This is an optimization exercise on Yosys and OpenROAD, whose aim is small area, not a production implementation. Function was checked by simulation only, so behaviour that the tests miss may differ from the original. Power figures rest on the tool's default switching activity, not on a simulated workload.

## job 101
==> flow/design.v (excerpt) <==
module mips_core( 
   inst_addr, mem_addr, mem_data_in, mem_write_en, halted,
   clk, inst_excpt, mem_excpt, inst, mem_data_out, rst_b
   );
   parameter text_start  = 32'h00400000;  
   input         clk, inst_excpt, mem_excpt;
   output [29:0] inst_addr;
   output [29:0] mem_addr;
   input  [31:0] inst, mem_data_out;
   output [31:0] mem_data_in;
   output [3:0]  mem_write_en;
   output        halted;
   input         rst_b;
   reg  [31:0] pc;
   reg  [31:0] pc_ID, inst_ID;
   reg         btbHit_ID;
   reg  [1:0]  history_ID;
   reg  [31:0] pc_EX, rs_data_EX, rt_data_EX;
   reg  [15:0] imm_EX;           
   reg         immhi_EX;         
   reg  [4:0]  target_EX;        
   reg  [4:0]  wr_reg_EX;
   reg  [1:0]  fwd_rs_sel_EX, fwd_rt_sel_EX;
   reg         btbHit_EX, pcLinkSel_EX;
   reg  [1:0]  history_EX;
   reg         ctrl_we_EX, hi_en_EX, lo_en_EX, st_EX;
   reg  [1:0]  pcMuxSel_EX;
   reg         ctrl_Sys_EX, jLink_en_EX, alusrc2_EX, load_stall_EX;
   reg  [1:0]  memtoreg_EX, store_sel_EX;
   reg  [3:0]  alu__sel_EX;
   reg  [2:0]  load_sel_EX, brcond_EX;
   reg  [31:0] alu__out_MEM, rt_data_MEM, pcLink_MEM;
   reg  [4:0]  wr_reg_MEM;
   reg         ctrl_we_MEM, ctrl_Sys_MEM, jLink_en_MEM, st_MEM;
   reg  [1:0]  memtoreg_MEM, store_sel_MEM;
   reg  [2:0]  load_sel_MEM;
   reg  [31:0] wr_dataMem, pcLink_WB;
   reg         sys_halt_WB;
   reg  [31:0] hi_out, lo_out;
   reg         hi_v, lo_v;       
   reg         flush;
   reg         halted;
   wire        internal_halt, exception_halt, syscall_halt;
   wire        IFen, EXen, mispredict;
   wire [31:0] pc_plus4 = pc + 32'd4;
   wire        btbHit;
   wire [1:0]  history;
   wire [29:0] btb_target;
   wire [31:0] pcPred, pcCorr, newpc;
   wire        btbPred = btbHit && history[1];
   assign pcPred = btbPred ? {btb_target, 2'b00} : pc_plus4;
   assign pcCorr = mispredict ? newpc : pcPred;
   assign inst_addr = pc[31:2];
   always @(posedge clk or negedge rst_b)
     if (!rst_b)
       pc <= text_start;
     else if (!internal_halt && (IFen || mispredict))
       pc <= pcCorr;
  ...
Size in the first run: roughly 8100 cells after synthesis, ~170 I/O pins, ~110000 µm² of cells after synthesis.
Settings: LEC_CHECK=0, CAP_MARGIN=40, CORE_MARGIN=2, CORE_UTILIZATION=45, CTS_CLUSTER_DIAMETER=200, CTS_CLUSTER_SIZE=20, PLACE_DENSITY=0.6, SLEW_MARGIN=40; clock period 15.0 ns.
run.sh (not shown) runs the stock make flow with config.mk's settings and CLKGATE_MAP_FILE= SYNTH_SCRIPT=/design/flow/synth_recipe.tcl, a recipe that flattens the netlist after the stock synthesis.
The following lists how job 102 was set up differently from job 101:
# job 101
export LEC_CHECK = 0
export CAP_MARGIN = 40
export CORE_MARGIN = 2
export CORE_UTILIZATION = 45
export CTS_CLUSTER_DIAMETER = 200
export CTS_CLUSTER_SIZE = 20
export PLACE_DENSITY = 0.6
export SLEW_MARGIN = 40
create_clock -name core_clock -period 15.0 [get_ports {clk}]
# job 102
export LEC_CHECK = 0
export CAP_MARGIN = 20
export CORE_MARGIN = 2
export CORE_UTILIZATION = 45
export CTS_CLUSTER_DIAMETER = 100
export CTS_CLUSTER_SIZE = 28
export PLACE_DENSITY = 0.6
export SLEW_MARGIN = 20
create_clock -name core_clock -period 15.0 [get_ports {clk}]
Results
Job 102 and job 101 ended up with nearly the same via count of the routed design.
Sort job 102 and job 101 by first-pass iteration count of the detailed router, descending, and job 102 comes first.
Between job 101 and job 102, the combinational cell power figures differ only marginally.
Measured against each other, job 102 and job 101 differ in highest attainable clock frequency, the lower figure coming from job 102.
Job 101 -> job 102: routed wire length flat
Summary of job 102 over job 101: global-route wire length before repair went down, combinational power share climbed 0.6 points, worst setup slack before clock tree synthesis lower.

== violet ==
Starting RTL as in the previous note.
export LEC_CHECK = 0
export CAP_MARGIN = 20
export CORE_MARGIN = 2
export CORE_UTILIZATION = 45
export CTS_CLUSTER_DIAMETER = 200
export CTS_CLUSTER_SIZE = 20
export PLACE_DENSITY = 0.6
export SLEW_MARGIN = 20
create_clock -name core_clock -period 15.0 [get_ports {clk}]
Looking at the reports, violet completed the entire flow and the layout it produced met the timing, design-rule and antenna checks.
Relative to violet, the following input files were edited for indigo:
--- a/flow/config.mk
+++ b/flow/config.mk
@@ -11,2 +11,2 @@
-export CTS_CLUSTER_DIAMETER = 200
-export CTS_CLUSTER_SIZE = 20
+export CTS_CLUSTER_DIAMETER = 100
+export CTS_CLUSTER_SIZE = 25
Findings:
Going from violet to indigo, CTS H-tree depth shrinks by 1.
Row global-route total usage across every layer: indigo lower / violet higher
Between indigo and violet, it is indigo whose first-pass GRT wire length is lower, by about 0.32%.
Worst setup slack after layout improves in indigo relative to violet.
Maximum clock frequency essentially unchanged between violet and indigo.
Looking at indigo and violet, the source-to-sink clock delay at the later pin of the worst-skew pair is a wash.
On die area, indigo and violet are neck and neck.
Delta (indigo minus violet): fraction of the core area covered by cells at the end of the flow shows a reduction of 0.24 points; met2 routed wirelength shows an increase of about 0.53%.
Against violet, count of cell instances traversed by the critical path in indigo fell by a few percent.
Compared with violet, indigo shows a lower post-route minimum period.

## port drivers added, routing unchanged
The results above use ideal ports. As a check the final layouts listed here were re-extracted and re-timed, cells and wires unchanged. Step 1, drivers: a clkbuf_16 drives clk and a buf_2 each remaining input, both assumed. Step 2 times the ports against the registers' clock, not the clock port: input delays grow and output delays shrink by t, the midpoint of the rising clock arrivals with the driver on. Slacks: ideal / step 1 / step 2; pairs: ideal / step 1.
run | t, ns | setup WS [ns] | worst hold slack (ns) | worst slew at a driven data input, ns | pins driven straight from the clock port
job 101 | 0.964 | 4.222 / 4.222 / 4.222 | 0.333 / 0.333 / 0.333 | 0.07 | 1
job 102 | 0.920 | 4.165 / 4.165 / 4.165 | 0.340 / 0.340 / 0.340 | 0.06 | 1
violet | 0.940 | 4.160 / 4.160 / 4.160 | 0.334 / 0.334 / 0.334 | 0.06 | 1
indigo | 0.940 | 4.164 / 4.164 / 4.164 | 0.335 / 0.335 / 0.335 | 0.06 | 1
After both steps every run listed still meets setup and hold.
